From an optimization exercise on the open Yosys and OpenROAD flow, aimed at small area and a short achievable clock period; shortcuts taken in it are not production practice.
The RTL was checked by simulation tests, not by an equivalence proof against the original design.
Power and IR drop assume default switching activity.

### flow/flow/run.sh
#!/bin/bash
# The standard layout (the standard.sh) with extra settings from
# flow/extra.mk. make's output goes to standard.log; each ORFS step writes
# its own log under orfs/logs/.
set -euo pipefail
cat flow/extra.mk >> config.mk
bash standard.sh > standard.log 2>&1
### flow/flow/extra.mk
# Settings added to the standard flow's config.mk by flow/run.sh.
# Timing repair aims for 12 ns of setup slack, so it keeps shortening the
# critical paths well past the 20 ns clock period.
export SETUP_SLACK_MARGIN = 12
# The slow OR3/OR4 cells and the delay cells are left out of mapping, port
# buffering and repair.
export DONT_USE_CELLS = sky130_fd_sc_hd__or4_1 sky130_fd_sc_hd__or4_2 sky130_fd_sc_hd__or4_4 sky130_fd_sc_hd__or4b_1 sky130_fd_sc_hd__or4b_2 sky130_fd_sc_hd__or4b_4 sky130_fd_sc_hd__or4bb_1 sky130_fd_sc_hd__or4bb_2 sky130_fd_sc_hd__or4bb_4 sky130_fd_sc_hd__or3_1 sky130_fd_sc_hd__or3_2 sky130_fd_sc_hd__or3_4 sky130_fd_sc_hd__or3b_1 sky130_fd_sc_hd__or3b_2 sky130_fd_sc_hd__or3b_4 sky130_fd_sc_hd__clkdlybuf4s15_1 sky130_fd_sc_hd__clkdlybuf4s15_2 sky130_fd_sc_hd__clkdlybuf4s18_1 sky130_fd_sc_hd__clkdlybuf4s18_2 sky130_fd_sc_hd__clkdlybuf4s25_1 sky130_fd_sc_hd__clkdlybuf4s25_2 sky130_fd_sc_hd__clkdlybuf4s50_1 sky130_fd_sc_hd__clkdlybuf4s50_2 sky130_fd_sc_hd__dlygate4sd1_1 sky130_fd_sc_hd__dlygate4sd2_1 sky130_fd_sc_hd__dlygate4sd3_1 sky130_fd_sc_hd__dlymetal6s2s_1 sky130_fd_sc_hd__dlymetal6s4s_1 sky130_fd_sc_hd__dlymetal6s6s_1 
### flow/standard.sh
#!/bin/bash
# synth_recipe.tcl (not shown) runs the flow's synth.tcl, then flattens the netlist and writes it again
# the make line also repeats each setting of config.mk as NAME=value (left out here)
make -C /OpenROAD-flow-scripts/flow DESIGN_CONFIG=/design/flow/config.mk WORK_HOME=/design/flow/orfs CLKGATE_MAP_FILE= SYNTH_SCRIPT=/design/flow/synth_recipe.tcl "${@:-finish}"
### flow/config.mk
export PLATFORM = sky130hd
export DESIGN_NAME = enigma_part3
export DESIGN_NICKNAME = enigma_part3
export VERILOG_FILES = /design/flow/design.v
export SDC_FILE = /design/flow/constraint.sdc
export NUM_CORES = 8
export LEC_CHECK = 0
export CAP_MARGIN = 20
export CORE_MARGIN = 2
export CORE_UTILIZATION = 40
export CTS_BUF_LIST = sky130_fd_sc_hd__clkbuf_8 sky130_fd_sc_hd__clkbuf_16
export CTS_CLUSTER_DIAMETER = 100
export CTS_CLUSTER_SIZE = 20
export SLEW_MARGIN = 20
export SYNTH_HIERARCHICAL = 1
export SYNTH_MINIMUM_KEEP_SIZE = 0
export TNS_END_PERCENT = 5
# Settings added to bench's config.mk by flow/run.sh.
# Timing repair aims for 12 ns of setup slack, so it keeps shortening the
# critical paths well past the 20 ns clock period.
export SETUP_SLACK_MARGIN = 12
# The slow OR3/OR4 cells and the delay cells are left out of mapping, port
# buffering and repair.
export DONT_USE_CELLS = sky130_fd_sc_hd__or4_1 sky130_fd_sc_hd__or4_2 sky130_fd_sc_hd__or4_4 sky130_fd_sc_hd__or4b_1 sky130_fd_sc_hd__or4b_2 sky130_fd_sc_hd__or4b_4 sky130_fd_sc_hd__or4bb_1 sky130_fd_sc_hd__or4bb_2 sky130_fd_sc_hd__or4bb_4 sky130_fd_sc_hd__or3_1 sky130_fd_sc_hd__or3_2 sky130_fd_sc_hd__or3_4 sky130_fd_sc_hd__or3b_1 sky130_fd_sc_hd__or3b_2 sky130_fd_sc_hd__or3b_4 sky130_fd_sc_hd__clkdlybuf4s15_1 sky130_fd_sc_hd__clkdlybuf4s15_2 sky130_fd_sc_hd__clkdlybuf4s18_1 sky130_fd_sc_hd__clkdlybuf4s18_2 sky130_fd_sc_hd__clkdlybuf4s25_1 sky130_fd_sc_hd__clkdlybuf4s25_2 sky130_fd_sc_hd__clkdlybuf4s50_1 sky130_fd_sc_hd__clkdlybuf4s50_2 sky130_fd_sc_hd__dlygate4sd1_1 sky130_fd_sc_hd__dlygate4sd2_1 sky130_fd_sc_hd__dlygate4sd3_1 sky130_fd_sc_hd__dlymetal6s2s_1 sky130_fd_sc_hd__dlymetal6s4s_1 sky130_fd_sc_hd__dlymetal6s6s_1 
### flow/constraint.sdc
create_clock -name core_clock -period 20.0 [get_ports {clk}]
set_input_delay 4.0000 -clock core_clock [delete_from_list [all_inputs] [get_ports {clk}]]
set_output_delay 4.0000 -clock core_clock [all_outputs]
set_load 0.01 [all_outputs]
### flow/design.v
module enigma_part3(clk, srst_n, load, encrypt, crypt_mode, table_idx, code_in, code_out, code_valid);
input clk;
input srst_n;
input load;
input encrypt;
input crypt_mode;
input [1:0] table_idx;
input [5:0] code_in;
output [5:0] code_out;
output code_valid;
integer i, j;
reg [5:0] A [0:63];    
reg [5:0] B [0:63];    
reg [5:0] P [0:63];    
wire [383:0] Av, Bv, Pv;
genvar g;
generate
    for (g = 0; g < 64; g = g + 1) begin : flat
        assign Av[g*6 +: 6] = A[g];
        assign Bv[g*6 +: 6] = B[g];
        assign Pv[g*6 +: 6] = P[g];
    end
endgenerate
reg ldB, ldP;           
reg enc_r, md_r;
reg [5:0] cu;          
reg [3:0] sel;         
reg [7:0] ra0l, ra1l, ra2l, ra3l, ra0h, ra1h, ra2h, ra3h;
reg [5:0] offb;        
reg [3:0] sro;         
reg       pcnt;        
reg [5:0] psa;         
reg [5:0] ppa;         
reg       val_r;
reg [5:0] bb_r;
reg [5:0] bbn_r;       
wire [5:0] off = offb + {4'd0, sro[3] | sro[2], sro[3] | sro[1]};    
wire [5:0] fb, fp, bp, bb;
wire [3:0] bbg;        
wire [7:0] fal, fah;   
sel4x8 u_fal (.a(ra0l), .b(ra1l), .c(ra2l), .d(ra3l), .s(sel), .y(fal));
sel4x8 u_fah (.a(ra0h), .b(ra1h), .c(ra2h), .d(ra3h), .s(sel), .y(fah));
lut64d u_b (.tbl(Bv), .lo(fal), .hi(fah), .y(fb));
lut64 u_p1 (.tbl(Pv), .idx(fb), .y(fp));
wire [5:0] pc;         
lut64m u_pl (.tbl(Pv), .idx(cu), .y(pc));
lut64 u_p2 (.tbl(Pv), .idx(~fp), .y(bp));
cam64g u_bi (.tbl(Bv), .key(bp), .y(bb), .g(bbg));
wire [1:0] m = md_r ? bp[1:0] : fb[1:0];
wire [1:0] s_e = {|fah[7:4], fah[2] | fah[3] | fah[6] | fah[7]};
wire [5:0] u = code_in - off;
wire [1:0] ul = u[1:0];
wire [3:0] h = u[5:2];
wire [3:0] hm = h - 4'd1;
wire [3:0] ix0 = h;
wire [3:0] ix1 = ul >= 2'd1 ? h : hm;
wire [3:0] ix2 = ul >= 2'd2 ? h : hm;
wire [3:0] ix3 = ul >= 2'd3 ? h : hm;
wire [5:0] ra0_nx, ra1_nx, ra2_nx, ra3_nx;
wire [3:0] ge = enc_r ? (4'd1 << s_e) : 4'd1;    
wire dmode = enc_r & md_r;
reg [3:0] sel_e;       
reg [15:0] sel_d;      
integer q;
always @(*) begin
    sel_e = 4'd0;
    sel_d = 16'd0;
    for (q = 0; q < 4; q = q + 1) begin
        if (ge[q] & ~dmode) sel_e = sel_e | (4'd1 << ((ul - q[1:0]) & 2'd3));
        if (dmode) sel_d[4*q + ((ul - q[1:0]) & 2'd3)] = 1'b1;
    end
end
wire [3:0] sel_nx;
wire [3:0] sro_nx;
pick4 u_sro (.a(bbg), .b(enc_r ? ge : 4'd0), .s(dmode), .y(sro_nx));
selnx u_sel (.e(sel_e), .d(sel_d), .g(bbg), .y(sel_nx));
lut16 u_a0 (.tbl({Av[378 +: 6], Av[354 +: 6], Av[330 +: 6], Av[306 +: 6], Av[282 +: 6], Av[258 +: 6], Av[234 +: 6], Av[210 +: 6],
                  Av[186 +: 6], Av[162 +: 6], Av[138 +: 6], Av[114 +: 6], Av[90 +: 6],  Av[66 +: 6],  Av[42 +: 6],  Av[18 +: 6]}),
            .idx(ix3), .y(ra3_nx));
lut16 u_a1 (.tbl({Av[372 +: 6], Av[348 +: 6], Av[324 +: 6], Av[300 +: 6], Av[276 +: 6], Av[252 +: 6], Av[228 +: 6], Av[204 +: 6],
                  Av[180 +: 6], Av[156 +: 6], Av[132 +: 6], Av[108 +: 6], Av[84 +: 6],  Av[60 +: 6],  Av[36 +: 6],  Av[12 +: 6]}),
            .idx(ix2), .y(ra2_nx));
lut16 u_a2 (.tbl({Av[366 +: 6], Av[342 +: 6], Av[318 +: 6], Av[294 +: 6], Av[270 +: 6], Av[246 +: 6], Av[222 +: 6], Av[198 +: 6],
                  Av[174 +: 6], Av[150 +: 6], Av[126 +: 6], Av[102 +: 6], Av[78 +: 6],  Av[54 +: 6],  Av[30 +: 6],  Av[6 +: 6]}),
            .idx(ix1), .y(ra1_nx));
lut16 u_a3 (.tbl({Av[360 +: 6], Av[336 +: 6], Av[312 +: 6], Av[288 +: 6], Av[264 +: 6], Av[240 +: 6], Av[216 +: 6], Av[192 +: 6],
                  Av[168 +: 6], Av[144 +: 6], Av[120 +: 6], Av[96 +: 6],  Av[72 +: 6],  Av[48 +: 6],  Av[24 +: 6],  Av[0 +: 6]}),
            .idx(ix0), .y(ra0_nx));
always @(posedge clk) begin
    if (~srst_n) begin
        ldB <= 1'b0;
        ldP <= 1'b0;
        enc_r <= 1'b0;
        offb <= 6'd0;
        sro <= 4'd0;
        val_r <= 1'b0;
    end else begin
        ldB <= load & (table_idx == 2'd1);
        ldP <= load & (table_idx == 2'd2);
        enc_r <= encrypt;
        offb <= off;
        sro <= sro_nx;
        val_r <= enc_r;
    end
    md_r <= crypt_mode;
    cu <= code_in;    
    sel <= sel_nx;
    ra0l <= 8'd1 << ra0_nx[2:0]; ra0h <= 8'd1 << ra0_nx[5:3];
    ra1l <= 8'd1 << ra1_nx[2:0]; ra1h <= 8'd1 << ra1_nx[5:3];
    ra2l <= 8'd1 << ra2_nx[2:0]; ra2h <= 8'd1 << ra2_nx[5:3];
    ra3l <= 8'd1 << ra3_nx[2:0]; ra3h <= 8'd1 << ra3_nx[5:3];
    bb_r <= bb;
    bbn_r <= ~bb;
end
always @(posedge clk) begin
    if (srst_n & load & (table_idx == 2'd0)) begin
        for (i = 0; i < 63; i = i + 1) A[i] <= A[i+1];
        A[63] <= code_in;
    end
end
wire [3:0] bsel = {4{enc_r}} & {m == 2'd3, m == 2'd2, m == 2'd1, m == 2'd0};
wire bselh = ~enc_r & ~ldB;
wire bsell = ldB;    
always @(posedge clk) begin
    B[0] <= ({6{bsel[0]}} & B[57]) | ({6{bsel[1]}} & B[58]) | ({6{bsel[2]}} & B[57]) | ({6{bsel[3]}} & B[56]) | ({6{bsell}} & B[1]) | ({6{bselh}} & B[0]);
    B[1] <= ({6{bsel[0]}} & B[63]) | ({6{bsel[1]}} & B[60]) | ({6{bsel[2]}} & B[62]) | ({6{bsel[3]}} & B[63]) | ({6{bsell}} & B[2]) | ({6{bselh}} & B[1]);
    B[2] <= ({6{bsel[0]}} & B[27]) | ({6{bsel[1]}} & B[24]) | ({6{bsel[2]}} & B[26]) | ({6{bsel[3]}} & B[27]) | ({6{bsell}} & B[3]) | ({6{bselh}} & B[2]);
    B[3] <= ({6{bsel[0]}} & B[19]) | ({6{bsel[1]}} & B[16]) | ({6{bsel[2]}} & B[18]) | ({6{bsel[3]}} & B[19]) | ({6{bsell}} & B[4]) | ({6{bselh}} & B[3]);
    B[4] <= ({6{bsel[0]}} & B[40]) | ({6{bsel[1]}} & B[43]) | ({6{bsel[2]}} & B[43]) | ({6{bsel[3]}} & B[42]) | ({6{bsell}} & B[5]) | ({6{bselh}} & B[4]);
    B[5] <= ({6{bsel[0]}} & B[49]) | ({6{bsel[1]}} & B[50]) | ({6{bsel[2]}} & B[49]) | ({6{bsel[3]}} & B[48]) | ({6{bsell}} & B[6]) | ({6{bselh}} & B[5]);
    B[6] <= ({6{bsel[0]}} & B[22]) | ({6{bsel[1]}} & B[21]) | ({6{bsel[2]}} & B[20]) | ({6{bsel[3]}} & B[21]) | ({6{bsell}} & B[7]) | ({6{bselh}} & B[6]);
    B[7] <= ({6{bsel[0]}} & B[42]) | ({6{bsel[1]}} & B[41]) | ({6{bsel[2]}} & B[40]) | ({6{bsel[3]}} & B[41]) | ({6{bsell}} & B[8]) | ({6{bselh}} & B[7]);
    B[8] <= ({6{bsel[0]}} & B[8]) | ({6{bsel[1]}} & B[11]) | ({6{bsel[2]}} & B[11]) | ({6{bsel[3]}} & B[10]) | ({6{bsell}} & B[9]) | ({6{bselh}} & B[8]);
    B[9] <= ({6{bsel[0]}} & B[29]) | ({6{bsel[1]}} & B[30]) | ({6{bsel[2]}} & B[29]) | ({6{bsel[3]}} & B[28]) | ({6{bsell}} & B[10]) | ({6{bselh}} & B[9]);
    B[10] <= ({6{bsel[0]}} & B[56]) | ({6{bsel[1]}} & B[59]) | ({6{bsel[2]}} & B[59]) | ({6{bsel[3]}} & B[58]) | ({6{bsell}} & B[11]) | ({6{bselh}} & B[10]);
    B[11] <= ({6{bsel[0]}} & B[25]) | ({6{bsel[1]}} & B[26]) | ({6{bsel[2]}} & B[25]) | ({6{bsel[3]}} & B[24]) | ({6{bsell}} & B[12]) | ({6{bselh}} & B[11]);
    B[12] <= ({6{bsel[0]}} & B[23]) | ({6{bsel[1]}} & B[20]) | ({6{bsel[2]}} & B[22]) | ({6{bsel[3]}} & B[23]) | ({6{bsell}} & B[13]) | ({6{bselh}} & B[12]);
    B[13] <= ({6{bsel[0]}} & B[31]) | ({6{bsel[1]}} & B[28]) | ({6{bsel[2]}} & B[30]) | ({6{bsel[3]}} & B[31]) | ({6{bsell}} & B[14]) | ({6{bselh}} & B[13]);
    B[14] <= ({6{bsel[0]}} & B[16]) | ({6{bsel[1]}} & B[19]) | ({6{bsel[2]}} & B[19]) | ({6{bsel[3]}} & B[18]) | ({6{bsell}} & B[15]) | ({6{bselh}} & B[14]);
    B[15] <= ({6{bsel[0]}} & B[36]) | ({6{bsel[1]}} & B[39]) | ({6{bsel[2]}} & B[39]) | ({6{bsel[3]}} & B[38]) | ({6{bsell}} & B[16]) | ({6{bselh}} & B[15]);
    B[16] <= ({6{bsel[0]}} & B[24]) | ({6{bsel[1]}} & B[27]) | ({6{bsel[2]}} & B[27]) | ({6{bsel[3]}} & B[26]) | ({6{bsell}} & B[17]) | ({6{bselh}} & B[16]);
    B[17] <= ({6{bsel[0]}} & B[15]) | ({6{bsel[1]}} & B[12]) | ({6{bsel[2]}} & B[14]) | ({6{bsel[3]}} & B[15]) | ({6{bsell}} & B[18]) | ({6{bselh}} & B[17]);
    B[18] <= ({6{bsel[0]}} & B[59]) | ({6{bsel[1]}} & B[56]) | ({6{bsel[2]}} & B[58]) | ({6{bsel[3]}} & B[59]) | ({6{bsell}} & B[19]) | ({6{bselh}} & B[18]);
    B[19] <= ({6{bsel[0]}} & B[4]) | ({6{bsel[1]}} & B[7]) | ({6{bsel[2]}} & B[7]) | ({6{bsel[3]}} & B[6]) | ({6{bsell}} & B[20]) | ({6{bselh}} & B[19]);
    B[20] <= ({6{bsel[0]}} & B[20]) | ({6{bsel[1]}} & B[23]) | ({6{bsel[2]}} & B[23]) | ({6{bsel[3]}} & B[22]) | ({6{bsell}} & B[21]) | ({6{bselh}} & B[20]);
    B[21] <= ({6{bsel[0]}} & B[46]) | ({6{bsel[1]}} & B[45]) | ({6{bsel[2]}} & B[44]) | ({6{bsel[3]}} & B[45]) | ({6{bsell}} & B[22]) | ({6{bselh}} & B[21]);
    B[22] <= ({6{bsel[0]}} & B[9]) | ({6{bsel[1]}} & B[10]) | ({6{bsel[2]}} & B[9]) | ({6{bsel[3]}} & B[8]) | ({6{bsell}} & B[23]) | ({6{bselh}} & B[22]);
    B[23] <= ({6{bsel[0]}} & B[41]) | ({6{bsel[1]}} & B[42]) | ({6{bsel[2]}} & B[41]) | ({6{bsel[3]}} & B[40]) | ({6{bsell}} & B[24]) | ({6{bselh}} & B[23]);
    B[24] <= ({6{bsel[0]}} & B[52]) | ({6{bsel[1]}} & B[55]) | ({6{bsel[2]}} & B[55]) | ({6{bsel[3]}} & B[54]) | ({6{bsell}} & B[25]) | ({6{bselh}} & B[24]);
    B[25] <= ({6{bsel[0]}} & B[0]) | ({6{bsel[1]}} & B[3]) | ({6{bsel[2]}} & B[3]) | ({6{bsel[3]}} & B[2]) | ({6{bsell}} & B[26]) | ({6{bselh}} & B[25]);
    B[26] <= ({6{bsel[0]}} & B[33]) | ({6{bsel[1]}} & B[34]) | ({6{bsel[2]}} & B[33]) | ({6{bsel[3]}} & B[32]) | ({6{bsell}} & B[27]) | ({6{bselh}} & B[26]);
    B[27] <= ({6{bsel[0]}} & B[62]) | ({6{bsel[1]}} & B[61]) | ({6{bsel[2]}} & B[60]) | ({6{bsel[3]}} & B[61]) | ({6{bsell}} & B[28]) | ({6{bselh}} & B[27]);
    B[28] <= ({6{bsel[0]}} & B[12]) | ({6{bsel[1]}} & B[15]) | ({6{bsel[2]}} & B[15]) | ({6{bsel[3]}} & B[14]) | ({6{bsell}} & B[29]) | ({6{bselh}} & B[28]);
    B[29] <= ({6{bsel[0]}} & B[32]) | ({6{bsel[1]}} & B[35]) | ({6{bsel[2]}} & B[35]) | ({6{bsel[3]}} & B[34]) | ({6{bsell}} & B[30]) | ({6{bselh}} & B[29]);
    B[30] <= ({6{bsel[0]}} & B[61]) | ({6{bsel[1]}} & B[62]) | ({6{bsel[2]}} & B[61]) | ({6{bsel[3]}} & B[60]) | ({6{bsell}} & B[31]) | ({6{bselh}} & B[30]);
    B[31] <= ({6{bsel[0]}} & B[54]) | ({6{bsel[1]}} & B[53]) | ({6{bsel[2]}} & B[52]) | ({6{bsel[3]}} & B[53]) | ({6{bsell}} & B[32]) | ({6{bselh}} & B[31]);
    B[32] <= ({6{bsel[0]}} & B[51]) | ({6{bsel[1]}} & B[48]) | ({6{bsel[2]}} & B[50]) | ({6{bsel[3]}} & B[51]) | ({6{bsell}} & B[33]) | ({6{bselh}} & B[32]);
    B[33] <= ({6{bsel[0]}} & B[17]) | ({6{bsel[1]}} & B[18]) | ({6{bsel[2]}} & B[17]) | ({6{bsel[3]}} & B[16]) | ({6{bsell}} & B[34]) | ({6{bselh}} & B[33]);
    B[34] <= ({6{bsel[0]}} & B[11]) | ({6{bsel[1]}} & B[8]) | ({6{bsel[2]}} & B[10]) | ({6{bsel[3]}} & B[11]) | ({6{bsell}} & B[35]) | ({6{bselh}} & B[34]);
    B[35] <= ({6{bsel[0]}} & B[45]) | ({6{bsel[1]}} & B[46]) | ({6{bsel[2]}} & B[45]) | ({6{bsel[3]}} & B[44]) | ({6{bsell}} & B[36]) | ({6{bselh}} & B[35]);
    B[36] <= ({6{bsel[0]}} & B[7]) | ({6{bsel[1]}} & B[4]) | ({6{bsel[2]}} & B[6]) | ({6{bsel[3]}} & B[7]) | ({6{bsell}} & B[37]) | ({6{bselh}} & B[36]);
    B[37] <= ({6{bsel[0]}} & B[2]) | ({6{bsel[1]}} & B[1]) | ({6{bsel[2]}} & B[0]) | ({6{bsel[3]}} & B[1]) | ({6{bsell}} & B[38]) | ({6{bselh}} & B[37]);
    B[38] <= ({6{bsel[0]}} & B[55]) | ({6{bsel[1]}} & B[52]) | ({6{bsel[2]}} & B[54]) | ({6{bsel[3]}} & B[55]) | ({6{bsell}} & B[39]) | ({6{bselh}} & B[38]);
    B[39] <= ({6{bsel[0]}} & B[44]) | ({6{bsel[1]}} & B[47]) | ({6{bsel[2]}} & B[47]) | ({6{bsel[3]}} & B[46]) | ({6{bsell}} & B[40]) | ({6{bselh}} & B[39]);
    B[40] <= ({6{bsel[0]}} & B[50]) | ({6{bsel[1]}} & B[49]) | ({6{bsel[2]}} & B[48]) | ({6{bsel[3]}} & B[49]) | ({6{bsell}} & B[41]) | ({6{bselh}} & B[40]);
    B[41] <= ({6{bsel[0]}} & B[38]) | ({6{bsel[1]}} & B[37]) | ({6{bsel[2]}} & B[36]) | ({6{bsel[3]}} & B[37]) | ({6{bsell}} & B[42]) | ({6{bselh}} & B[41]);
    B[42] <= ({6{bsel[0]}} & B[28]) | ({6{bsel[1]}} & B[31]) | ({6{bsel[2]}} & B[31]) | ({6{bsel[3]}} & B[30]) | ({6{bsell}} & B[43]) | ({6{bselh}} & B[42]);
    B[43] <= ({6{bsel[0]}} & B[10]) | ({6{bsel[1]}} & B[9]) | ({6{bsel[2]}} & B[8]) | ({6{bsel[3]}} & B[9]) | ({6{bsell}} & B[44]) | ({6{bselh}} & B[43]);
    B[44] <= ({6{bsel[0]}} & B[14]) | ({6{bsel[1]}} & B[13]) | ({6{bsel[2]}} & B[12]) | ({6{bsel[3]}} & B[13]) | ({6{bsell}} & B[45]) | ({6{bselh}} & B[44]);
    B[45] <= ({6{bsel[0]}} & B[5]) | ({6{bsel[1]}} & B[6]) | ({6{bsel[2]}} & B[5]) | ({6{bsel[3]}} & B[4]) | ({6{bsell}} & B[46]) | ({6{bselh}} & B[45]);
    B[46] <= ({6{bsel[0]}} & B[37]) | ({6{bsel[1]}} & B[38]) | ({6{bsel[2]}} & B[37]) | ({6{bsel[3]}} & B[36]) | ({6{bsell}} & B[47]) | ({6{bselh}} & B[46]);
    B[47] <= ({6{bsel[0]}} & B[58]) | ({6{bsel[1]}} & B[57]) | ({6{bsel[2]}} & B[56]) | ({6{bsel[3]}} & B[57]) | ({6{bsell}} & B[48]) | ({6{bselh}} & B[47]);
    B[48] <= ({6{bsel[0]}} & B[48]) | ({6{bsel[1]}} & B[51]) | ({6{bsel[2]}} & B[51]) | ({6{bsel[3]}} & B[50]) | ({6{bsell}} & B[49]) | ({6{bselh}} & B[48]);
    B[49] <= ({6{bsel[0]}} & B[18]) | ({6{bsel[1]}} & B[17]) | ({6{bsel[2]}} & B[16]) | ({6{bsel[3]}} & B[17]) | ({6{bsell}} & B[50]) | ({6{bselh}} & B[49]);
    B[50] <= ({6{bsel[0]}} & B[34]) | ({6{bsel[1]}} & B[33]) | ({6{bsel[2]}} & B[32]) | ({6{bsel[3]}} & B[33]) | ({6{bsell}} & B[51]) | ({6{bselh}} & B[50]);
    B[51] <= ({6{bsel[0]}} & B[53]) | ({6{bsel[1]}} & B[54]) | ({6{bsel[2]}} & B[53]) | ({6{bsel[3]}} & B[52]) | ({6{bsell}} & B[52]) | ({6{bselh}} & B[51]);
    B[52] <= ({6{bsel[0]}} & B[60]) | ({6{bsel[1]}} & B[63]) | ({6{bsel[2]}} & B[63]) | ({6{bsel[3]}} & B[62]) | ({6{bsell}} & B[53]) | ({6{bselh}} & B[52]);
    B[53] <= ({6{bsel[0]}} & B[3]) | ({6{bsel[1]}} & B[0]) | ({6{bsel[2]}} & B[2]) | ({6{bsel[3]}} & B[3]) | ({6{bsell}} & B[54]) | ({6{bselh}} & B[53]);
    B[54] <= ({6{bsel[0]}} & B[39]) | ({6{bsel[1]}} & B[36]) | ({6{bsel[2]}} & B[38]) | ({6{bsel[3]}} & B[39]) | ({6{bsell}} & B[55]) | ({6{bselh}} & B[54]);
    B[55] <= ({6{bsel[0]}} & B[6]) | ({6{bsel[1]}} & B[5]) | ({6{bsel[2]}} & B[4]) | ({6{bsel[3]}} & B[5]) | ({6{bsell}} & B[56]) | ({6{bselh}} & B[55]);
    B[56] <= ({6{bsel[0]}} & B[13]) | ({6{bsel[1]}} & B[14]) | ({6{bsel[2]}} & B[13]) | ({6{bsel[3]}} & B[12]) | ({6{bsell}} & B[57]) | ({6{bselh}} & B[56]);
    B[57] <= ({6{bsel[0]}} & B[47]) | ({6{bsel[1]}} & B[44]) | ({6{bsel[2]}} & B[46]) | ({6{bsel[3]}} & B[47]) | ({6{bsell}} & B[58]) | ({6{bselh}} & B[57]);
    B[58] <= ({6{bsel[0]}} & B[30]) | ({6{bsel[1]}} & B[29]) | ({6{bsel[2]}} & B[28]) | ({6{bsel[3]}} & B[29]) | ({6{bsell}} & B[59]) | ({6{bselh}} & B[58]);
    B[59] <= ({6{bsel[0]}} & B[26]) | ({6{bsel[1]}} & B[25]) | ({6{bsel[2]}} & B[24]) | ({6{bsel[3]}} & B[25]) | ({6{bsell}} & B[60]) | ({6{bselh}} & B[59]);
    B[60] <= ({6{bsel[0]}} & B[43]) | ({6{bsel[1]}} & B[40]) | ({6{bsel[2]}} & B[42]) | ({6{bsel[3]}} & B[43]) | ({6{bsell}} & B[61]) | ({6{bselh}} & B[60]);
    B[61] <= ({6{bsel[0]}} & B[21]) | ({6{bsel[1]}} & B[22]) | ({6{bsel[2]}} & B[21]) | ({6{bsel[3]}} & B[20]) | ({6{bsell}} & B[62]) | ({6{bselh}} & B[61]);
    B[62] <= ({6{bsel[0]}} & B[1]) | ({6{bsel[1]}} & B[2]) | ({6{bsel[2]}} & B[1]) | ({6{bsel[3]}} & B[0]) | ({6{bsell}} & B[63]) | ({6{bselh}} & B[62]);
    B[63] <= ({6{bsel[0]}} & B[35]) | ({6{bsel[1]}} & B[32]) | ({6{bsel[2]}} & B[34]) | ({6{bsel[3]}} & B[35]) | ({6{bsell}} & cu) | ({6{bselh}} & B[63]);
end
wire [5:0] pd = ppa ^ pc;    
always @(posedge clk) begin
    if (~srst_n) begin
        pcnt <= 1'b0;
        for (i = 0; i < 64; i = i + 1) P[i] <= i[5:0];
    end else if (ldP) begin
        pcnt <= ~pcnt;
        if (pcnt) begin
            for (i = 0; i < 64; i = i + 1)
                if (i[5:0] == psa || i[5:0] == cu) P[i] <= P[i] ^ pd;
        end
    end
    if (ldP & ~pcnt) begin
        psa <= cu;
        ppa <= pc;
    end
end
wire [5:0] ba;
wire [5:0] pa;
cam64h u_ai (.tbl(Av), .key(bb_r), .keyn(bbn_r), .y(pa));
assign code_out = val_r ? pa + offb : 6'd0;
assign code_valid = val_r;
endmodule
module lut64(tbl, idx, y);
input [383:0] tbl;
input [5:0] idx;
output reg [5:0] y;
reg [7:0] lo, hi;
integer i;
always @(*) begin
    lo = 8'd1 << idx[2:0];
    hi = 8'd1 << idx[5:3];
    y = 6'd0;
    for (i = 0; i < 64; i = i + 1)
        y = y | ({6{lo[i % 8] & hi[i / 8]}} & tbl[i*6 +: 6]);
end
endmodule
module lut64d(tbl, lo, hi, y);
input [383:0] tbl;
input [7:0] lo, hi;
output reg [5:0] y;
integer i;
always @(*) begin
    y = 6'd0;
    for (i = 0; i < 64; i = i + 1)
        y = y | ({6{lo[i % 8] & hi[i / 8]}} & tbl[i*6 +: 6]);
end
endmodule
module cam64g(tbl, key, y, g);
input [383:0] tbl;
input [5:0] key;
output reg [5:0] y;
output reg [3:0] g;
integer i;
always @(*) begin
    y = 6'd0;
    g = 4'd0;
    for (i = 0; i < 64; i = i + 1)
        if (tbl[i*6 +: 6] == key) begin
            y = y | i[5:0];
            g[i / 16] = 1'b1;
        end
end
endmodule
module sel4x8(a, b, c, d, s, y);
input [7:0] a, b, c, d;
input [3:0] s;
output [7:0] y;
assign y = ({8{s[0]}} & a) | ({8{s[1]}} & b) | ({8{s[2]}} & c) | ({8{s[3]}} & d);
endmodule
module pick4(a, b, s, y);
input [3:0] a, b;
input s;
output [3:0] y;
assign y = ({4{s}} & a) | ({4{~s}} & b);
endmodule
module selnx(e, d, g, y);
input [3:0] e;
input [15:0] d;
input [3:0] g;
output [3:0] y;
genvar j;
generate
    for (j = 0; j < 4; j = j + 1) begin : o
        assign y[j] = e[j] | (g[0] & d[j]) | (g[1] & d[4+j]) | (g[2] & d[8+j]) | (g[3] & d[12+j]);
    end
endgenerate
endmodule
module lut64m(tbl, idx, y);
input [383:0] tbl;
input [5:0] idx;
output [5:0] y;
wire [95:0] l1;
wire [23:0] l2;
genvar g;
generate
    for (g = 0; g < 16; g = g + 1) begin : a
        mux4x6 u (.a(tbl[(4*g)*6 +: 6]), .b(tbl[(4*g+1)*6 +: 6]), .c(tbl[(4*g+2)*6 +: 6]), .d(tbl[(4*g+3)*6 +: 6]), .s(idx[1:0]), .y(l1[g*6 +: 6]));
    end
    for (g = 0; g < 4; g = g + 1) begin : b
        mux4x6 u (.a(l1[(4*g)*6 +: 6]), .b(l1[(4*g+1)*6 +: 6]), .c(l1[(4*g+2)*6 +: 6]), .d(l1[(4*g+3)*6 +: 6]), .s(idx[3:2]), .y(l2[g*6 +: 6]));
    end
endgenerate
mux4x6 u_c (.a(l2[0 +: 6]), .b(l2[6 +: 6]), .c(l2[12 +: 6]), .d(l2[18 +: 6]), .s(idx[5:4]), .y(y));
endmodule
module lut16(tbl, idx, y);
input [95:0] tbl;
input [3:0] idx;
output [5:0] y;
assign y = tbl[idx*6 +: 6];
endmodule
module cam64(tbl, key, y);
input [383:0] tbl;
input [5:0] key;
output reg [5:0] y;
integer i;
always @(*) begin
    y = 6'd0;
    for (i = 0; i < 64; i = i + 1)
        if (tbl[i*6 +: 6] == key) y = y | i[5:0];
end
endmodule
module cam64h(tbl, key, keyn, y);
input [383:0] tbl;
input [5:0] key;
input [5:0] keyn;
output reg [5:0] y;
integer i;
always @(*) begin
    y = 6'd0;
    for (i = 0; i < 64; i = i + 1)
        if (i < 32 ? tbl[i*6 +: 6] == key : tbl[i*6 +: 6] == ~keyn) y = y | i[5:0];
end
endmodule
module camrot(tbl, key, keyn, en, off, y);
input [383:0] tbl;
input [5:0] key;
input [5:0] keyn;      
input en;
input [5:0] off;
output reg [5:0] y;
reg [5:0] k;
integer i;
always @(*) begin
    y = 6'd0;
    for (i = 0; i < 64; i = i + 1) begin
        k = i[5:0] + off;
        if (en && (i < 32 ? tbl[i*6 +: 6] == key : tbl[i*6 +: 6] == ~keyn)) y = y | k;
    end
end
endmodule
module mux4x6(a, b, c, d, s, y);
input [5:0] a, b, c, d;
input [1:0] s;
output [5:0] y;
assign y = s[1] ? (s[0] ? d : c) : (s[0] ? b : a);
endmodule
==> results of run 1 <==
cell usage in the layout, fill, tap and decap left out, types with 55 or more instances in the layout:
cell	instances
sky130_fd_sc_hd__a222oi_1	409
sky130_fd_sc_hd__buf_2	119
sky130_fd_sc_hd__xor2_1	437
sky130_fd_sc_hd__a22oi_2	88
sky130_fd_sc_hd__dfxtp_1	847
sky130_fd_sc_hd__a22oi_1	300
sky130_fd_sc_hd__a21oi_1	187
sky130_fd_sc_hd__a22o_1	92
sky130_fd_sc_hd__nand4_1	98
sky130_fd_sc_hd__buf_6	89
sky130_fd_sc_hd__edfxtp_1	396
sky130_fd_sc_hd__o22ai_1	55
sky130_fd_sc_hd__nor2_1	434
sky130_fd_sc_hd__o21ai_0	192
sky130_fd_sc_hd__buf_1	221
sky130_fd_sc_hd__and3_1	183
sky130_fd_sc_hd__mux4_1	56
sky130_fd_sc_hd__mux4_2	166
sky130_fd_sc_hd__nand2_1	1036
sky130_fd_sc_hd__clkbuf_16	85
sky130_fd_sc_hd__nor4_1	74
sky130_fd_sc_hd__buf_4	90
sky130_fd_sc_hd__nand3_1	363
sky130_fd_sc_hd__inv_1	60
sky130_fd_sc_hd__xnor2_1	514
sky130_fd_sc_hd__mux2i_1	95
layout make-up:
class / instances / area (µm²) / share of cell area
Multi-Input combinational cell: 5692 / 44900 / 0.527
Clock inverter: 41 / 344 / 0.00404
Timing Repair Buffer: 620 / 5080 / 0.0597
Tap cell: 2480 / 3100 / 0.0365
Sequential cell: 1265 / 29400 / 0.345
Antenna cell: 17 / 42.5 / 0.000500
Clock buffer: 81 / 1990 / 0.0234
Inverter: 47 / 289 / 0.00340
Timing Repair inverter: 4 / 36.3 / 0.000426
per-layer routing:
layer | global-route usage | share of wire | vias up
met5 | 0.00227 | 0.00049 | -
met2 | 0.602 | 0.38 | 6487
met1 | 0.637 | 0.40 | 37349
li1 | - | - | 28954
met4 | 0.189 | 0.056 | 25
met3 | 0.214 | 0.16 | 1264
flip-flops by register name, summed over array words and instances (netlist names), 3 cells and up:
signal,cells
ra3h,8
P,384
psa,6
sro,3
ppa,6
B,384
ra2l,8
cu,6
A,384
bb_r,6
ra1h,8
ra0h,8
offb,6
ra0l,8
bbn_r,6
ra2h,8
ra3l,8
sel,4
ra1l,8
worst paths after layout:
path                                   startpoint                end  slack [ns]  depth (start not counted)
worst max-delay path               sel[2]$_DFF_P_  sro[2]$_SDFF_PN0_       10.69                         33
worst max register to register     sel[2]$_DFF_P_  sro[2]$_SDFF_PN0_       10.69                         33
worst min-delay path            A[8][5]$_DFFE_PP_  A[7][5]$_DFFE_PP_        0.48                          0
worst min register to register  A[8][5]$_DFFE_PP_  A[7][5]$_DFFE_PP_        0.48                          0
through the flow:
stage	instances	utilization
floorplan	7607	-
global placement	9703	0.407
detailed placement	9706	0.408
CTS	10144	0.452
global route	10232	0.459
finish	10247	0.459
repair_timing:
item | in CTS | in global routing
setup endpoints to repair | 457 | 456
cloned | 38 | 12
pin swaps | 143 | 71
endpoints found under the hold margin | 0 | 0
resized for setup | 758 | 168
buffers inserted | 278 | 73
report_power, final:
| part | leakage, nW | switching [mW] | total (mW) | internal (mW) |
|---|---|---|---|---|
| Sequential | 10.6 | 1.18 | 4.18 | 3.00 |
| Combinational | 18.1 | 6.56 | 9.91 | 3.36 |
| Clock | 1.24 | 1.00 | 1.75 | 0.753 |
worst reg2reg max path: cells and delay by family (launching register included):
family / cells / cell delay, ns
flip-flops: 1 / 0.40
AND/OR/NAND/NOR: 14 / 3.89
AO/OA/AOI/OAI: 7 / 1.85
multiplexers: 2 / 0.85
buffers and inverters: 9 / 1.54
XOR/XNOR: 1 / 0.67
==> results.txt, run 1 <==
- Once routing completed, OpenROAD measured the worst setup slack at 10.69 ns.
- After filler insertion, the fill cell instance count of the layout stands at 17589.
- Number of routed nets with antenna violations: 0
* Setup violations, final: 0
- Largest driver fanout on the critical path: 43
* Number of top-level pins: 20
- The tool flagged a number of max-cap violations equal to 0.
- At the pin with the least slew margin, the transition time is roughly 1.3 ns.
* Final worst-path cycle share: 0.466
- Summing all placed instances gives a cell area of 75500 µm².
- Dpl hpwl: 322000 µm
* Number of DRC markers in iteration 0: 17154
- The clock tree synthesis step divided the H-tree into 3 levels.
- Worst-case headroom to the max-slew limit: 0.126
- Drt drc: 0
- Number of CTS-inserted buffers: just under 80
- Dividing the detail-routed wire length by the instance count gives 44.8 µm.
* Total number of vias: 74079
- Critical Path Most Common Cell: sky130_fd_sc_hd__buf_12
- First-pass GRT wire length: 601000 µm
* Bufs on Longest Clock Path: 3
- Post-Route WL: around 460000 µm
- Total core area: 185000 µm²
- Cell at the slowest stage of the critical path: sky130_fd_sc_hd__xor2_1
* Count of final max-slew check failures: 0
- Total count of hold-check failures in the final report: 0
- Buffers and inverters on the worst path: 9
- For this run, the top clock speed supported by timing is about 0.11 GHz.
- In the final layout, the share of cells above drive strength 1 is 0.167.
- Worst slack after detailed placement: 6.00 ns
- Residual overflow from global routing: 0
* CP Data Arrival Time: approximately 10 ns
* Outcome: finished clean
- For this design the ratio of total power to cell area is 186 nW/µm².
- Ys Warns: 14
* Routability congestion estimate: around 1.1
- Lkg Pwr: 30.0 nW
- Once layout is done, the placed cells without fillers occupy between 80000 and 90000 µm².
- Across all hold checks on the routed design, the worst slack comes to 0.476 ns.
- The floorplan has 158 rows.
- Crit-path leading delay family: simple AND/OR/NAND/NOR gates
- For this run, the total global-route usage over all layers was measured as 0.459.
* Number of global-route vias before repair: 65616
- Setup repair after global routing could not meet its margin everywhere.
- Nature of the critical path endpoint: flip-flop
* Highest ir drop seen on vdd: 0.000186 V
* Area growth from synthesis to final layout: 14.2%
- Summed over all failing endpoints, the final setup total negative slack is 0 ns.
- Using the TritonRoute via totals, the vias-per-cell ratio works out to 7.23.
- Clock slew at the register clock pins of the worst setup and hold paths: 0.09 ns
- Counting every net in the synthesized netlist gives 7639.
* Number of instances in the synthesized netlist: about 7600
- Crit path kind: flip-flop to flip-flop
- The initial antenna violation count is 38.
- Type of the most critical hold path: flip-flop to flip-flop
- The die covers 190000 µm².
- In this design, the stage delay of the slowest critical-path cell is 0.66 ns.
- For the final database, setup skew stands at 0.0611 ns.
- The clock period could shrink to approximately 9.3 ns.
- CP startpoint kind: flip-flop
- Average size of a mapped cell: 9.80 µm²
- Pin count of the biggest net entering global routing: approximately 130
* TritonCTS clock tree: done
* Chip Width: 436 µm
- First-pass iteration count of the detailed router: 17
- Cell area after synthesis: 74500 µm²
- After layout, the design draws a total of ~16 mW.
* Hold-fix buffers, CTS: 0
- After the last flow step, the layout net total stands at 7740.
* Number of sinks on the clock net: ~1300
- At the worst endpoint, the required time is around 21 ns.
- Port buffering added 19 buffers.
- The cell sitting at the root of the clock tree is a sky130_fd_sc_hd__clkbuf_16.
- Initial Utilization: 0.402
- At the later pin of the worst-skew pair, clock insertion delay measures 0.81 ns.
- Vertical extent of the die: 436 µm
==> inputs of run 2 (changes only) <==
==> flow/flow/extra.mk (replaced) <==
# Settings added to the standard flow's config.mk by flow/run.sh.
# Timing repair aims for 11 ns of setup slack, so it keeps shortening the
# critical paths well past the 20 ns clock period.
export SETUP_SLACK_MARGIN = 11
# The slow OR3/OR4 cells and the delay cells are left out of mapping, port
# buffering and repair.
export DONT_USE_CELLS = sky130_fd_sc_hd__or4_1 sky130_fd_sc_hd__or4_2 sky130_fd_sc_hd__or4_4 sky130_fd_sc_hd__or4b_1 sky130_fd_sc_hd__or4b_2 sky130_fd_sc_hd__or4b_4 sky130_fd_sc_hd__or4bb_1 sky130_fd_sc_hd__or4bb_2 sky130_fd_sc_hd__or4bb_4 sky130_fd_sc_hd__or3_1 sky130_fd_sc_hd__or3_2 sky130_fd_sc_hd__or3_4 sky130_fd_sc_hd__or3b_1 sky130_fd_sc_hd__or3b_2 sky130_fd_sc_hd__or3b_4 sky130_fd_sc_hd__clkdlybuf4s15_1 sky130_fd_sc_hd__clkdlybuf4s15_2 sky130_fd_sc_hd__clkdlybuf4s18_1 sky130_fd_sc_hd__clkdlybuf4s18_2 sky130_fd_sc_hd__clkdlybuf4s25_1 sky130_fd_sc_hd__clkdlybuf4s25_2 sky130_fd_sc_hd__clkdlybuf4s50_1 sky130_fd_sc_hd__clkdlybuf4s50_2 sky130_fd_sc_hd__dlygate4sd1_1 sky130_fd_sc_hd__dlygate4sd2_1 sky130_fd_sc_hd__dlygate4sd3_1 sky130_fd_sc_hd__dlymetal6s2s_1 sky130_fd_sc_hd__dlymetal6s4s_1 sky130_fd_sc_hd__dlymetal6s6s_1 
--- a/flow/config.mk
+++ b/flow/config.mk
@@ -16,9 +16,9 @@
 export SYNTH_MINIMUM_KEEP_SIZE = 0
 export TNS_END_PERCENT = 5
 # Settings added to bench's config.mk by flow/run.sh.
-# Timing repair aims for 12 ns of setup slack, so it keeps shortening the
+# Timing repair aims for 11 ns of setup slack, so it keeps shortening the
 # critical paths well past the 20 ns clock period.
-export SETUP_SLACK_MARGIN = 12
+export SETUP_SLACK_MARGIN = 11
 # The slow OR3/OR4 cells and the delay cells are left out of mapping, port
 # buffering and repair.
 export DONT_USE_CELLS = sky130_fd_sc_hd__or4_1 sky130_fd_sc_hd__or4_2 sky130_fd_sc_hd__or4_4 sky130_fd_sc_hd__or4b_1 sky130_fd_sc_hd__or4b_2 sky130_fd_sc_hd__or4b_4 sky130_fd_sc_hd__or4bb_1 sky130_fd_sc_hd__or4bb_2 sky130_fd_sc_hd__or4bb_4 sky130_fd_sc_hd__or3_1 sky130_fd_sc_hd__or3_2 sky130_fd_sc_hd__or3_4 sky130_fd_sc_hd__or3b_1 sky130_fd_sc_hd__or3b_2 sky130_fd_sc_hd__or3b_4 sky130_fd_sc_hd__clkdlybuf4s15_1 sky130_fd_sc_hd__clkdlybuf4s15_2 sky130_fd_sc_hd__clkdlybuf4s18_1 sky130_fd_sc_hd__clkdlybuf4s18_2 sky130_fd_sc_hd__clkdlybuf4s25_1 sky130_fd_sc_hd__clkdlybuf4s25_2 sky130_fd_sc_hd__clkdlybuf4s50_1 sky130_fd_sc_hd__clkdlybuf4s50_2 sky130_fd_sc_hd__dlygate4sd1_1 sky130_fd_sc_hd__dlygate4sd2_1 sky130_fd_sc_hd__dlygate4sd3_1 sky130_fd_sc_hd__dlymetal6s2s_1 sky130_fd_sc_hd__dlymetal6s4s_1 sky130_fd_sc_hd__dlymetal6s6s_1 
==> run 2 against run 1 <==
- still clean on timing, DRC and antenna
- clock-buffer cell count stayed put
- setup slack worse by 0.14 ns
- register-to-register slack worse by 0.14 ns
- sequential cell count stayed put
- largest power group unchanged
==> results.txt, run 2 <==
- Buffers placed on the I/O ports in this run total 19.
- Max-cap violations in this run came to 0.
- Initial antenna violation count: 41
- The internal portion of the total power is 6.77 mW.
* Setup repair after global routing missed its margin: yes
* Detail-routed net length per standard cell: 44.3 µm
- Clock latency on the worst-skew pair, taken at its later pin, is 0.81 ns.
- Type of the most critical hold path: flip-flop to flip-flop
- For this design the ratio of total power to cell area is between 150 and 200 nW/µm².
* Ys Warns: 14
- Clock slew at the register clock pins of the worst setup and hold paths: 0.09 ns
- Worst slack after detailed placement: 6.00 ns
* Max Freq: 0.106 GHz
* Setup violations, final: 0
- Counting stages on the worst path, the most repeated cell is sky130_fd_sc_hd__nand4_1.
* Total count of hold-check failures in the final report: 0
- Part of the total power dissipated in combinational logic: 0.612
- The die covers between 150000 and 200000 µm².
* Clock Root Buffer: sky130_fd_sc_hd__clkbuf_16
- The die is 436 µm wide.
- When the netlist entered floorplanning its net count stood at 7639.
* Dpl hpwl: approximately 320000 µm
- The first global-routing pass estimated 588000 µm of wire.
* Share of total power consumed by net switching: 0.556
* Design Area, Final: 83300 µm²
- Summing all placed instances gives a cell area of around 76000 µm².
- Number of DRC markers in iteration 0: about 17000
- Setup ws final: 10.55 ns
* Number of instances in the synthesized netlist: 7607
- After detailed routing, the number of remaining DRC violations is 0.
- Number of sinks on the clock net: between 1000 and 1500
* Post-layout nets: 7633
- The share of total power dissipated in the clock network is 0.115.
- Average size of a mapped cell: between 9 and 10 µm²
- Number of top-level pins: 20
- For the pin with the worst max-slew slack, the measured transition is 1.45 ns.
* Minimum hold slack: roughly 0.47 ns
- CP Data Arrival Time: approximately 10 ns
- Most frequent standard cell in the layout excluding fill and tap cells: sky130_fd_sc_hd__nand2_1
- CP startpoint kind: flip-flop
* Setup skew after layout: 0.0642 ns
* Vertical extent of the die: 436 µm
* Placement row count: 158
* Tmin final: about 9.5 ns
- In the layout the commonest cells are 1045 x sky130_fd_sc_hd__nand2_1, 848 x sky130_fd_sc_hd__dfxtp_1, 514 x sky130_fd_sc_hd__xnor2_1.
- Across the VDD grid, the largest voltage drop is 0.000253 V.
- Compared with the post-synthesis result, the final layout area differs by 11.8%.
- The core region is 185000 µm².
- Outcome: finished clean
* Count of final max-slew check failures: 0
- The count of nets left with antenna violations once routing finished came out at 0.
* Global-route usage over all layers: 0.448
- Residual overflow from global routing: 0
- Data on the critical path is required at its endpoint by 20.71 ns.
- Of the total power, registers draw 0.273.
- NetSw: 8.49 mW
* Post-Route WL: 449000 µm
- The mapped netlist covers 74500 µm².
* Number of CTS-inserted buffers: 78
* Total number of vias: approximately 73000
- Dividing the detail-routed via count by the number of cells gives 7.21.
- Placed cells: 9706
* Bufs on Longest Clock Path: 3
- STA classifies the critical path endpoint as a flip-flop.
* Number of global-route vias before repair: about 64000
- Pin count of the biggest net entering global routing: 133
- Regs by FF count: A x384, B x384, P x384
- The H-tree was split into 3 levels.
* Worst-case headroom to the max-slew limit: 0.0338
- For this run, the number of standard cells in the final layout without fillers is 10138.
- Initial Utilization: 0.402
- Routability congestion estimate: 1.14
- In this run the register-to-register setup slack is 10.55 ns.
- On the worst path, the slowest cell contributes a delay of 0.75 ns.
- Setup TNS: 0 ns
- Lkg Pwr: 29.2 nW
- TritonCTS clock tree: done
- First-pass iteration count of the detailed router: 13
- The worst setup path is of the flip-flop to flip-flop kind.
- In the finished design, the share of the clock period the worst path needs comes to 0.473.
- Share of post-route cells with drive strength above 1: 0.152
- Cell at the slowest stage of the critical path: sky130_fd_sc_hd__mux2i_1
* Largest driver fanout on the critical path: 23
-- run 2: cell types whose count changed in the layout (fill, tap and decap cells not counted), moves of 14 or more --
cell	change
sky130_fd_sc_hd__a22oi_1	+17
sky130_fd_sc_hd__a22oi_2	-17
sky130_fd_sc_hd__buf_1	-33
sky130_fd_sc_hd__buf_4	-37
sky130_fd_sc_hd__buf_6	-29
sky130_fd_sc_hd__clkbuf_2	+14
-- run 2: what timing repair did --
action                                  CTS  global route
hold buffers                              0             0
buffers inserted                        111           149
endpoints found under the setup margin  408           405
resized for setup                       469           292
cloned                                   24            10
pin swaps                                80           101
-- run 2: cell type report --
class                      instances  area [µm²]
sequential                      1265       29400
timing repair buffer             515        3700
antenna                           15        37.5
clock buffer                      81        1990
timing repair inverter             4        33.8
clock inverter                    41         344
tap                             2480        3100
inverter                          47         277
multi-input combinational       5690       44500
fill                           17706      102000
-- run 2: path summary, 6_finish.rpt --
| path | to | depth (start not counted) | start |
|---|---|---|---|
| max | bbn_r[2]$_DFF_P_ | 34 | sel[2]$_DFF_P_ |
| min | A[7][5]$_DFFE_PP_ | 0 | A[8][5]$_DFFE_PP_ |
| max reg2reg | bbn_r[2]$_DFF_P_ | 34 | sel[2]$_DFF_P_ |
| min reg2reg | A[7][5]$_DFFE_PP_ | 0 | A[8][5]$_DFFE_PP_ |
-- run 2: per-layer routing --
metal | wire length, µm | global-route usage | vias to the layer above
li1 | - | - | 28751
met1 | 183000 | 0.631 | 36913
met4 | 22700 | 0.167 | 34
met5 | 513 | 0.00353 | -
met3 | 70300 | 0.196 | 1078
met2 | 172000 | 0.594 | 6328
-- run 2: critical path: cells and delay by family (launching register included) --
family | cells | cell delay (ns)
XOR/XNOR | 1 | 0.53
multiplexers | 1 | 0.75
buffers and inverters | 10 | 1.80
flip-flops | 1 | 0.40
AND/OR/NAND/NOR | 16 | 4.20
AO/OA/AOI/OAI | 6 | 1.56
-- run 2: power groups by stage --
stage	combinational [mW]	clock, mW	sequential (mW)
after global routing	9.17	1.84	4.14
after global placement	6.97	0	4.11
final	9.34	1.75	4.17
after detailed placement	6.89	0	4.11
after floorplan	4.61	0	3.51
after CTS	8.00	1.76	4.06
-- run 2: through the flow --
stage | utilization | power [mW]
finish | 0.450 | 15.3
global route | 0.450 | 15.1
CTS | 0.437 | 13.8
detailed placement | 0.408 | 11.0
global placement | 0.407 | 11.1
floorplan | - | 8.12
==> inputs of run 3 (changes only) <==
--- a/flow/design.v
+++ b/flow/design.v
@@ -21,8 +21,8 @@
         assign Pv[g*6 +: 6] = P[g];
     end
 endgenerate
-reg ldB, ldP;           
-reg enc_r, md_r;
+reg ld_r, enc_r, md_r;
+reg [1:0] ti_r;
 reg [5:0] cu;          
 reg [3:0] sel;         
 reg [7:0] ra0l, ra1l, ra2l, ra3l, ra0h, ra1h, ra2h, ra3h;
@@ -34,7 +34,10 @@
 reg       val_r;
 reg [5:0] bb_r;
 reg [5:0] bbn_r;       
+reg [5:0] off_r;
 wire [5:0] off = offb + {4'd0, sro[3] | sro[2], sro[3] | sro[1]};    
+wire ldB = ld_r & (ti_r == 2'd1);
+wire ldP = ld_r & (ti_r == 2'd2);
 wire [5:0] fb, fp, bp, bb;
 wire [3:0] bbg;        
 wire [7:0] fal, fah;   
@@ -88,21 +91,20 @@
             .idx(ix0), .y(ra0_nx));
 always @(posedge clk) begin
     if (~srst_n) begin
-        ldB <= 1'b0;
-        ldP <= 1'b0;
+        ld_r <= 1'b0;
         enc_r <= 1'b0;
         offb <= 6'd0;
         sro <= 4'd0;
         val_r <= 1'b0;
     end else begin
-        ldB <= load & (table_idx == 2'd1);
-        ldP <= load & (table_idx == 2'd2);
+        ld_r <= load;
         enc_r <= encrypt;
         offb <= off;
         sro <= sro_nx;
         val_r <= enc_r;
     end
     md_r <= crypt_mode;
+    ti_r <= table_idx;
     cu <= code_in;    
     sel <= sel_nx;
     ra0l <= 8'd1 << ra0_nx[2:0]; ra0h <= 8'd1 << ra0_nx[5:3];
@@ -111,6 +113,7 @@
     ra3l <= 8'd1 << ra3_nx[2:0]; ra3h <= 8'd1 << ra3_nx[5:3];
     bb_r <= bb;
     bbn_r <= ~bb;
+    off_r <= off;
 end
 always @(posedge clk) begin
     if (srst_n & load & (table_idx == 2'd0)) begin
@@ -207,7 +210,7 @@
 wire [5:0] ba;
 wire [5:0] pa;
 cam64h u_ai (.tbl(Av), .key(bb_r), .keyn(bbn_r), .y(pa));
-assign code_out = val_r ? pa + offb : 6'd0;
+assign code_out = val_r ? pa + off_r : 6'd0;
 assign code_valid = val_r;
 endmodule
 module lut64(tbl, idx, y);
==> flow/flow/extra.mk (replaced) <==
# Settings added to the standard flow's config.mk by flow/run.sh.
# Timing repair aims for 12 ns of setup slack, so it keeps shortening the
# critical paths well past the 20 ns clock period.
export SETUP_SLACK_MARGIN = 12
# The slow OR3/OR4 cells and the delay cells are left out of mapping, port
# buffering and repair.
export DONT_USE_CELLS = sky130_fd_sc_hd__or4_1 sky130_fd_sc_hd__or4_2 sky130_fd_sc_hd__or4_4 sky130_fd_sc_hd__or4b_1 sky130_fd_sc_hd__or4b_2 sky130_fd_sc_hd__or4b_4 sky130_fd_sc_hd__or4bb_1 sky130_fd_sc_hd__or4bb_2 sky130_fd_sc_hd__or4bb_4 sky130_fd_sc_hd__or3_1 sky130_fd_sc_hd__or3_2 sky130_fd_sc_hd__or3_4 sky130_fd_sc_hd__or3b_1 sky130_fd_sc_hd__or3b_2 sky130_fd_sc_hd__or3b_4 sky130_fd_sc_hd__clkdlybuf4s15_1 sky130_fd_sc_hd__clkdlybuf4s15_2 sky130_fd_sc_hd__clkdlybuf4s18_1 sky130_fd_sc_hd__clkdlybuf4s18_2 sky130_fd_sc_hd__clkdlybuf4s25_1 sky130_fd_sc_hd__clkdlybuf4s25_2 sky130_fd_sc_hd__clkdlybuf4s50_1 sky130_fd_sc_hd__clkdlybuf4s50_2 sky130_fd_sc_hd__dlygate4sd1_1 sky130_fd_sc_hd__dlygate4sd2_1 sky130_fd_sc_hd__dlygate4sd3_1 sky130_fd_sc_hd__dlymetal6s2s_1 sky130_fd_sc_hd__dlymetal6s4s_1 sky130_fd_sc_hd__dlymetal6s6s_1 
# Clock tree synthesis with the standard flow's settings, without the dummy loads it adds
# for balancing.
export CTS_ARGS = -sink_clustering_enable -repair_clock_nets -sink_clustering_size 20 -sink_clustering_max_diameter 100 -buf_list "sky130_fd_sc_hd__clkbuf_8 sky130_fd_sc_hd__clkbuf_16" -dont_use_dummy_load
--- a/flow/config.mk
+++ b/flow/config.mk
@@ -16,9 +16,12 @@
 export SYNTH_MINIMUM_KEEP_SIZE = 0
 export TNS_END_PERCENT = 5
 # Settings added to bench's config.mk by flow/run.sh.
-# Timing repair aims for 11 ns of setup slack, so it keeps shortening the
+# Timing repair aims for 12 ns of setup slack, so it keeps shortening the
 # critical paths well past the 20 ns clock period.
-export SETUP_SLACK_MARGIN = 11
+export SETUP_SLACK_MARGIN = 12
 # The slow OR3/OR4 cells and the delay cells are left out of mapping, port
 # buffering and repair.
 export DONT_USE_CELLS = sky130_fd_sc_hd__or4_1 sky130_fd_sc_hd__or4_2 sky130_fd_sc_hd__or4_4 sky130_fd_sc_hd__or4b_1 sky130_fd_sc_hd__or4b_2 sky130_fd_sc_hd__or4b_4 sky130_fd_sc_hd__or4bb_1 sky130_fd_sc_hd__or4bb_2 sky130_fd_sc_hd__or4bb_4 sky130_fd_sc_hd__or3_1 sky130_fd_sc_hd__or3_2 sky130_fd_sc_hd__or3_4 sky130_fd_sc_hd__or3b_1 sky130_fd_sc_hd__or3b_2 sky130_fd_sc_hd__or3b_4 sky130_fd_sc_hd__clkdlybuf4s15_1 sky130_fd_sc_hd__clkdlybuf4s15_2 sky130_fd_sc_hd__clkdlybuf4s18_1 sky130_fd_sc_hd__clkdlybuf4s18_2 sky130_fd_sc_hd__clkdlybuf4s25_1 sky130_fd_sc_hd__clkdlybuf4s25_2 sky130_fd_sc_hd__clkdlybuf4s50_1 sky130_fd_sc_hd__clkdlybuf4s50_2 sky130_fd_sc_hd__dlygate4sd1_1 sky130_fd_sc_hd__dlygate4sd2_1 sky130_fd_sc_hd__dlygate4sd3_1 sky130_fd_sc_hd__dlymetal6s2s_1 sky130_fd_sc_hd__dlymetal6s4s_1 sky130_fd_sc_hd__dlymetal6s6s_1 
+# Clock tree synthesis with bench's settings, without the dummy loads it adds
+# for balancing.
+export CTS_ARGS = -sink_clustering_enable -repair_clock_nets -sink_clustering_size 20 -sink_clustering_max_diameter 100 -buf_list "sky130_fd_sc_hd__clkbuf_8 sky130_fd_sc_hd__clkbuf_16" -dont_use_dummy_load
==> run 3 against run 2 <==
- final area increased by 7.3%
- routed wire length increased by 3.1%
- hold slack got worse by 0.010 ns
- core utilization increased by 1.5 points
- via count increased by 2.3%
- register-to-register slack improved by 0.20 ns
- power increased by 13%
- clock-buffer cell count decreased by 2
- non-clock buffer count increased by 211
- largest cell class unchanged
- cell count increased by 0.72%
- first-iteration DRC count decreased by 21%
- critical path type unchanged
- still clean
==> results.txt, run 3 <==
* Type of the most critical hold path: flip-flop to flip-flop
- Routability congestion estimate: 1.15
* Cell at the slowest stage of the critical path: sky130_fd_sc_hd__nor4_4
- Regs by FF count: A x384, B x384, P x384
- The worst hold path passes through 2 cells.
* Total count of hold-check failures in the final report: 0
- Maxcap violations: 0
- Initial Utilization: 0.402
- The number of max-slew violations in the final report is 0.
* Design Area, Final: 89400 µm²
* Average size of a mapped cell: 10.4 µm²
- Dpl hpwl: ~320000 µm
* Die Area: 197000 µm²
* Nature of the critical path endpoint: flip-flop
- CTS saw 1272 sinks.
- Drt drc: 0
- Synthesis handed over a netlist of 7465 instances.
- Power spread over the standard cell area amounts to 193 nW/µm².
- Number of CTS-inserted buffers: 79
- TritonCTS clock tree: done
- Setup violations, final: 0
- The region available for standard cell placement spans 192000 µm².
- Bufs on Longest Clock Path: 3
* CTS H-tree depth: 3
- Number of top-level pins: 20
- Setup skew after layout: 0.122 ns
- Clock slew at the register clock pins of the worst setup and hold paths: about 0.1 ns
- Number of global-route vias before repair: 66209
- The worst pin sits at a relative slew slack of 0.0924.
* Global-route usage over all layers: 0.442
- After detailed routing, the number of vias per cell comes to 7.32.
* Setup TNS: 0 ns
- VDD sags by at most 0.000238 V.
- The final layout contains 7663 nets.
- Dividing the final minimum period by the clock period gives 0.463.
- Dividing the detail-routed wire length by the instance count gives 45.3 µm.
- During placement, the flow inserted port buffers numbering 19.
- Latest clock arrival within the worst-skew pair: 0.81 ns
- First-pass iteration count of the detailed router: 15
* Number of nets produced by synthesis: roughly 7500
- FF-to-FF path depth: 36
- Worst-Margin Slew: 1.36 ns
- Pin count of the biggest net entering global routing: 144
- The die is between 400 and 500 µm wide.
- Post-Route WL: 463000 µm
- Largest driver fanout on the critical path: 17
- Max Freq: 0.108 GHz
- Vertical extent of the die: roughly 440 µm
* Clock Root Buffer: sky130_fd_sc_hd__clkbuf_16
- Data required time at the worst endpoint: 20.75 ns
* Cell area reported after detailed placement: 77900 µm²
- Counting the fill cells in the layout gives 17842.
- Crit path kind: flip-flop to flip-flop
* Most used cells in the layout excluding fill and tap cells: 855 x sky130_fd_sc_hd__dfxtp_1, 574 x sky130_fd_sc_hd__a221o_1, 513 x sky130_fd_sc_hd__xnor2_1
- The area growth from synthesis to layout is 15.4%.
* Most frequent standard cell in the layout excluding fill and tap cells: sky130_fd_sc_hd__dfxtp_1
- Hold-fix buffers, CTS: 0
- Yosys printed 14 warnings.
- First-pass GRT wire length: 602000 µm
* Share of post-route cells with drive strength above 1: 0.192
* Placement row count: 161
- The final route contains 74750 vias.
- After global routing the overflow that remains totals 0.
- Cell area after synthesis: 77400 µm²
- Outcome: finished clean
* Lkg Pwr: 31.7 nW
- Maximum single-stage delay on the critical path: 0.81 ns
- Setup repair after global routing missed its margin: yes
- Number of routed nets with antenna violations: 0
- CP Data Arrival Time: 10.00 ns
* Number of DRC markers in iteration 0: around 14000
- CP startpoint kind: flip-flop
- Initial antenna violation count: 52
- Tmin final: 9.25 ns
[run 3: timing repair]
item | in CTS | in global routing
buffers inserted | 246 | 261
pin swaps | 110 | 137
gates resized for setup | 656 | 531
gates cloned | 29 | 20
endpoints found under the setup margin | 536 | 535
[run 3: worst paths after layout]
| kind | from | end | slack [ns] |
|---|---|---|---|
| setup / recovery | sel[2]$_DFF_P_ | sro[1]$_SDFF_PN0_ | 10.75 |
| hold / removal | offb[5]$_SDFF_PN0_ | off_r[5]$_DFF_P_ | 0.46 |
| setup reg to reg | sel[2]$_DFF_P_ | sro[1]$_SDFF_PN0_ | 10.75 |
| hold reg to reg | offb[5]$_SDFF_PN0_ | off_r[5]$_DFF_P_ | 0.46 |
[run 3: stage by stage]
step	hold WS, ns	power (mW)	cells	setup slack (ns)	util
global route	0.506	17.1	10176	10.92	0.464
detailed placement	0.477	11.5	9518	6.29	0.405
global placement	0.475	11.6	9514	5.38	0.404
floorplan	0.462	8.56	7465	5.65	-
finish	0.462	17.3	10211	10.75	0.465
CTS	0.455	14.8	9872	11.50	0.442
[run 3: metal layers]
layer  track usage  up-vias  wire [µm]  share of wire
met1         0.533    37241     164000           0.35
li1              -    29134          -              -
met2         0.641     6459     189000           0.41
met4         0.345       14      48000           0.10
met3         0.156     1902      61800           0.13
met5      0.000244        -        137        0.00030
[run 3: report_power, final]
part / switching (mW) / internal [mW]
logic: 7.31 / 4.05
registers: 1.25 / 3.01
clock network: 0.937 / 0.701
[run 3: final cells by class]
cell class / instances / area [µm²] / area share
Multi-Input combinational cell: 5499 / 48600 / 0.543
Sequential cell: 1272 / 29500 / 0.330
Inverter: 53 / 268 / 0.00300
Timing Repair Buffer: 726 / 5760 / 0.0644
Antenna cell: 56 / 140 / 0.00157
Tap cell: 2526 / 3160 / 0.0354
Clock buffer: 79 / 1980 / 0.0221
[run 3: critical path: cells and delay by family, from the launching register on]
kind,cells,cell delay (ns)
multiplexers,1,0.16
AO/OA/AOI/OAI,8,2.91
XOR/XNOR,1,0.21
AND/OR/NAND/NOR,14,3.44
flip-flops,1,0.39
buffers and inverters,12,1.97

-- re-timing with driven ports --
The flow's constraints put no driver on any port. The routed layouts listed below were extracted and timed again, unchanged, in two steps.
Step 1: set_driving_cell puts a clkbuf_16 on clk and a buf_2 on each other input, an assumption about the parent block.
Step 2 adds t to the input delays and takes it off the output delays; t is the mean of the earliest and latest rising clock arrival at the registers after step 1. Input paths then give back, and output paths get back, about the clock's delay inside the block.
Slacks: no drivers / after step 1 / after step 2; pairs: no drivers / after step 1.
| run | shift t [ns] | setup WS [ns] | worst setup path at the end | pins driven straight from the clock port |
|---|---|---|---|---|
| run 1 | 0.857 | 10.687 / 10.687 / 10.558 | input to register | 1 |
| run 2 | 0.857 | 10.548 / 10.548 / 10.301 | input to register | 1 |
| run 3 | 0.852 | 10.748 / 10.748 / 10.334 | input to register | 1 |
After both steps setup and hold are still met in every run listed. For run 3, which loses most, drivers alone change the setup slack by 0.000 ns; drivers and shift together by -0.414 ns.
